Background: an optimization exercise with open tools, aiming at small area. Do not read the settings as production practice.
Only simulation tests tie the RTL to the original design; equivalence was not proved.
Power figures rest on the tool's default switching activity, not on a simulated workload.

Setup of oak:
Design transposed_filter, start of the top module:
module transposed_filter(
  input signed [15:0] noisy_signal,
  input clk, rst,
  output signed [31:0] filtered_signal
  );
For scale: ~1,500 cells after synthesis, ~340 flip-flops, roughly 50 I/O pins, about 22,000 um2 of cells after synthesis.
export LEC_CHECK = 0
export CAP_MARGIN = 20
export CORE_MARGIN = 2
export CORE_UTILIZATION = 40
export SLEW_MARGIN = 20
export SYNTH_HIERARCHICAL = 1
create_clock -name core_clock -period 10.0 [get_ports {clk}]
standard.sh (not shown) runs the stock make flow with config.mk's settings and CLKGATE_MAP_FILE= SYNTH_SCRIPT=/design/flow/synth_recipe.tcl, a recipe that flattens the netlist after the stock synthesis.
==> flow/flow/run.sh <==
#!/bin/bash
# Own flow: the standard layout (standard.sh, unchanged synthesis, floorplan,
# power grid, placement and routing), with two settings passed to ORFS:
#  - port buffers use the smallest buffer cell instead of the one buffer_ports picks;
#  - clock tree synthesis without dummy loads, clkbuf_4 buffers and clusters of up to 10 sinks.
set -euo pipefail
export BUFFER_PORTS_ARGS="-buffer_cell sky130_fd_sc_hd__buf_1"
export CTS_ARGS="-sink_clustering_enable -repair_clock_nets -dont_use_dummy_load -buf_list sky130_fd_sc_hd__clkbuf_4 -sink_clustering_size 10 -sink_clustering_max_diameter 40"
bash standard.sh > standard.log 2>&1
The following lists how pine was set up differently from oak:
- CORE_UTILIZATION: 40 -> 65
## What came out
- pine vs. oak: sequential cell count neither gained nor lost much, wire length fell 670 um.
- Class of the most critical setup path = register to primary output: pine; class of the most critical setup path = register to register: oak
- Delta (pine minus oak): sequential share of layout area +0.47 points; count of placed standard cells in the final layout, fillers left out -296; sum of internal, switching and leakage power +0.00012 W.
Here is what was changed in the inputs of birch compared with pine.
==> flow/flow/run.sh <==
#!/bin/bash
# Own flow: the standard layout (standard.sh, unchanged synthesis, floorplan,
# power grid, placement and routing), with two settings passed to ORFS:
#  - port buffers use the smallest buffer cell instead of the one buffer_ports picks;
#  - clock tree synthesis without dummy loads, clkbuf_4 buffers and clusters of up to 12 sinks.
set -euo pipefail
export BUFFER_PORTS_ARGS="-buffer_cell sky130_fd_sc_hd__buf_1"
export CTS_ARGS="-sink_clustering_enable -repair_clock_nets -dont_use_dummy_load -buf_list sky130_fd_sc_hd__clkbuf_4 -sink_clustering_size 12 -sink_clustering_max_diameter 40"
bash standard.sh > standard.log 2>&1
Notes after the runs:
birch finished every stage and its layout cleared the timing, DRC and antenna checks.
The overall track demand over capacity in global routing on birch is in line with that on pine.
Any difference in multi-input gate share of the layout cell area between birch and pine is small enough to ignore.
The number of standard cells in the final layout excluding fillers on pine is in line with that on birch.
Diff birch..pine | post-synthesis to final-layout area growth | negligible
On wire length of the first global-routing pass, birch and pine are neck and neck.
Any difference in wire length between pine and birch is small enough to ignore.
~same maximum cell stage delay along the critical path in birch and pine


transposed_filter, a different RTL version from the one above (not shown whole).
For scale: about 1500 cells after synthesis, ~340 flip-flops, roughly 22000 um2 of cells after synthesis.
export LEC_CHECK = 0
export CAP_MARGIN = 20
export CORE_MARGIN = 2
export CORE_UTILIZATION = 40
export SLEW_MARGIN = 20
export SYNTH_HIERARCHICAL = 1
create_clock -name core_clock -period 10.0 [get_ports {clk}]
==> flow/flow/run.sh <==
#!/bin/bash
# Own flow: the standard layout (standard.sh, unchanged synthesis, floorplan,
# power grid, placement and routing), with two settings passed to ORFS:
#  - port buffers use the smallest buffer cell instead of the one buffer_ports picks;
#  - clock tree synthesis without dummy loads, clkbuf_4 buffers and clusters of up to 11 sinks.
set -euo pipefail
export BUFFER_PORTS_ARGS="-buffer_cell sky130_fd_sc_hd__buf_1"
export CTS_ARGS="-sink_clustering_enable -repair_clock_nets -dont_use_dummy_load -buf_list sky130_fd_sc_hd__clkbuf_4 -sink_clustering_size 11 -sink_clustering_max_diameter 40"
bash standard.sh > standard.log 2>&1
Change:
--- a/flow/flow/run.sh
+++ b/flow/flow/run.sh
@@ -5 +5 @@
-#  - clock tree synthesis without dummy loads, clkbuf_4 buffers and clusters of up to 11 sinks.
+#  - clock tree synthesis without dummy loads, clkbuf_4 buffers and clusters of up to 10 sinks.
@@ -8 +8 @@
-export CTS_ARGS="-sink_clustering_enable -repair_clock_nets -dont_use_dummy_load -buf_list sky130_fd_sc_hd__clkbuf_4 -sink_clustering_size 11 -sink_clustering_max_diameter 40"
+export CTS_ARGS="-sink_clustering_enable -repair_clock_nets -dont_use_dummy_load -buf_list sky130_fd_sc_hd__clkbuf_4 -sink_clustering_size 10 -sink_clustering_max_diameter 40"
Final area is about the same.
Worst setup slack gets worse by 7.5 ps.
Total power stays flat.
Die area stays the same.
Maximum frequency hardly moves.
Non-clock buffer count stays the same.
Combinational power stays flat.
Synthesized cell count stays the same.
Worst hold slack loses 5.7 ps.


## branch violet
Another version of the RTL of transposed_filter (not shown whole).
For scale: about 1600 cells after synthesis, ~50 I/O pins.
==> flow/config.mk <==
export PLATFORM = sky130hd
export DESIGN_NAME = transposed_filter
export DESIGN_NICKNAME = transposed_filter
export VERILOG_FILES = /design/flow/design.v
export SDC_FILE = /design/flow/constraint.sdc
export NUM_CORES = 4
export LEC_CHECK = 0
export CAP_MARGIN = 20
export CORE_MARGIN = 2
export CORE_UTILIZATION = 40
export SLEW_MARGIN = 20
export SYNTH_HIERARCHICAL = 1
==> flow/constraint.sdc <==
create_clock -name core_clock -period 10.0 [get_ports {clk}]
set_input_delay 2.0000 -clock core_clock [delete_from_list [all_inputs] [get_ports {clk}]]
set_output_delay 2.0000 -clock core_clock [all_outputs]
set_load 0.01 [all_outputs]
==> flow/flow/run.sh <==
#!/bin/bash
# Own flow: the standard layout (standard.sh, unchanged synthesis, floorplan,
# power grid, placement and routing), with two settings passed to ORFS:
#  - port buffers use the smallest buffer cell instead of the one buffer_ports picks;
#  - clock tree synthesis without dummy loads.
set -euo pipefail
export BUFFER_PORTS_ARGS="-buffer_cell sky130_fd_sc_hd__buf_1"
export CTS_ARGS="-sink_clustering_enable -repair_clock_nets -dont_use_dummy_load "
bash standard.sh > standard.log 2>&1
Modified inputs, branch pepper compared to branch violet
==> flow/flow/run.sh <==
#!/bin/bash
# Own flow: the standard layout (standard.sh, unchanged synthesis, floorplan,
# power grid, placement and routing), with two settings passed to ORFS:
#  - port buffers use the smallest buffer cell instead of the one buffer_ports picks;
#  - clock tree synthesis without dummy loads, clkbuf_8 buffers and clusters of up to 20 sinks.
set -euo pipefail
export BUFFER_PORTS_ARGS="-buffer_cell sky130_fd_sc_hd__buf_1"
export CTS_ARGS="-sink_clustering_enable -repair_clock_nets -dont_use_dummy_load -buf_list sky130_fd_sc_hd__clkbuf_8 -sink_clustering_size 20 -sink_clustering_max_diameter 60"
bash standard.sh > standard.log 2>&1
Notes after the runs:
branch violet → branch pepper: clock buffer instance count of the final layout shows a reduction of 9; power per cell area shows a reduction of 4.9%.
When the final numbers for branch violet and branch pepper were put side by side, the total routed wirelength turned out to be greater in branch violet.
Cmp branch violet and branch pepper / post-synthesis to final-layout area growth / lower: branch pepper
The higher source-to-sink clock delay at the later pin of the worst-skew pair came out of branch pepper.
Higher time the worst path needs with I/O delays and setup among branch violet and branch pepper: branch violet
Final worst-path cycle share of branch violet is on par with branch pepper.
Relative contribution of combinational cells to total power was higher in branch pepper than in branch violet.
The slew at the pin closest to its max-slew limit was comparable across branch violet and branch pepper.
Overall power of the completed layout went down by a few percent going from branch violet to branch pepper.

port drivers added, routing unchanged:
How much do the figures lean on ideal ports? The routed layouts below were timed once more, with nothing changed but the port constraints. Step 1 assumes that a clkbuf_16 drives the clock port and a buf_2 every other input. Step 2 moves the port delays by t, midway between the first and last clock arrival at a register: inputs arrive t later, outputs are due t later. That takes back most of the time a late clock gives input paths. a / b / c = ideal ports / drivers / drivers and shift; a / b = the first two.
run	t, ns	setup slack, ns	worst hold slack (ns)	worst setup path after step 2
oak	0.818	0.639 / 0.620 / 0.639	0.329 / 0.329 / 0.329	register to register
pine	0.803	0.651 / 0.600 / 0.661	0.294 / 0.294 / 0.294	register to register
birch	0.790	0.662 / 0.611 / 0.674	0.282 / 0.282 / 0.282	register to register
the first run of note 2	0.809	0.679 / 0.679 / 0.679	0.328 / 0.328 / 0.328	register to register
the second run of note 2	0.809	0.671 / 0.671 / 0.671	0.322 / 0.322 / 0.322	register to register
branch violet	0.599	0.778 / 0.778 / 0.778	0.353 / 0.353 / 0.353	register to register
branch pepper	0.696	0.791 / 0.791 / 0.791	0.329 / 0.329 / 0.329	register to register
After both steps setup and hold are still met in every run listed.
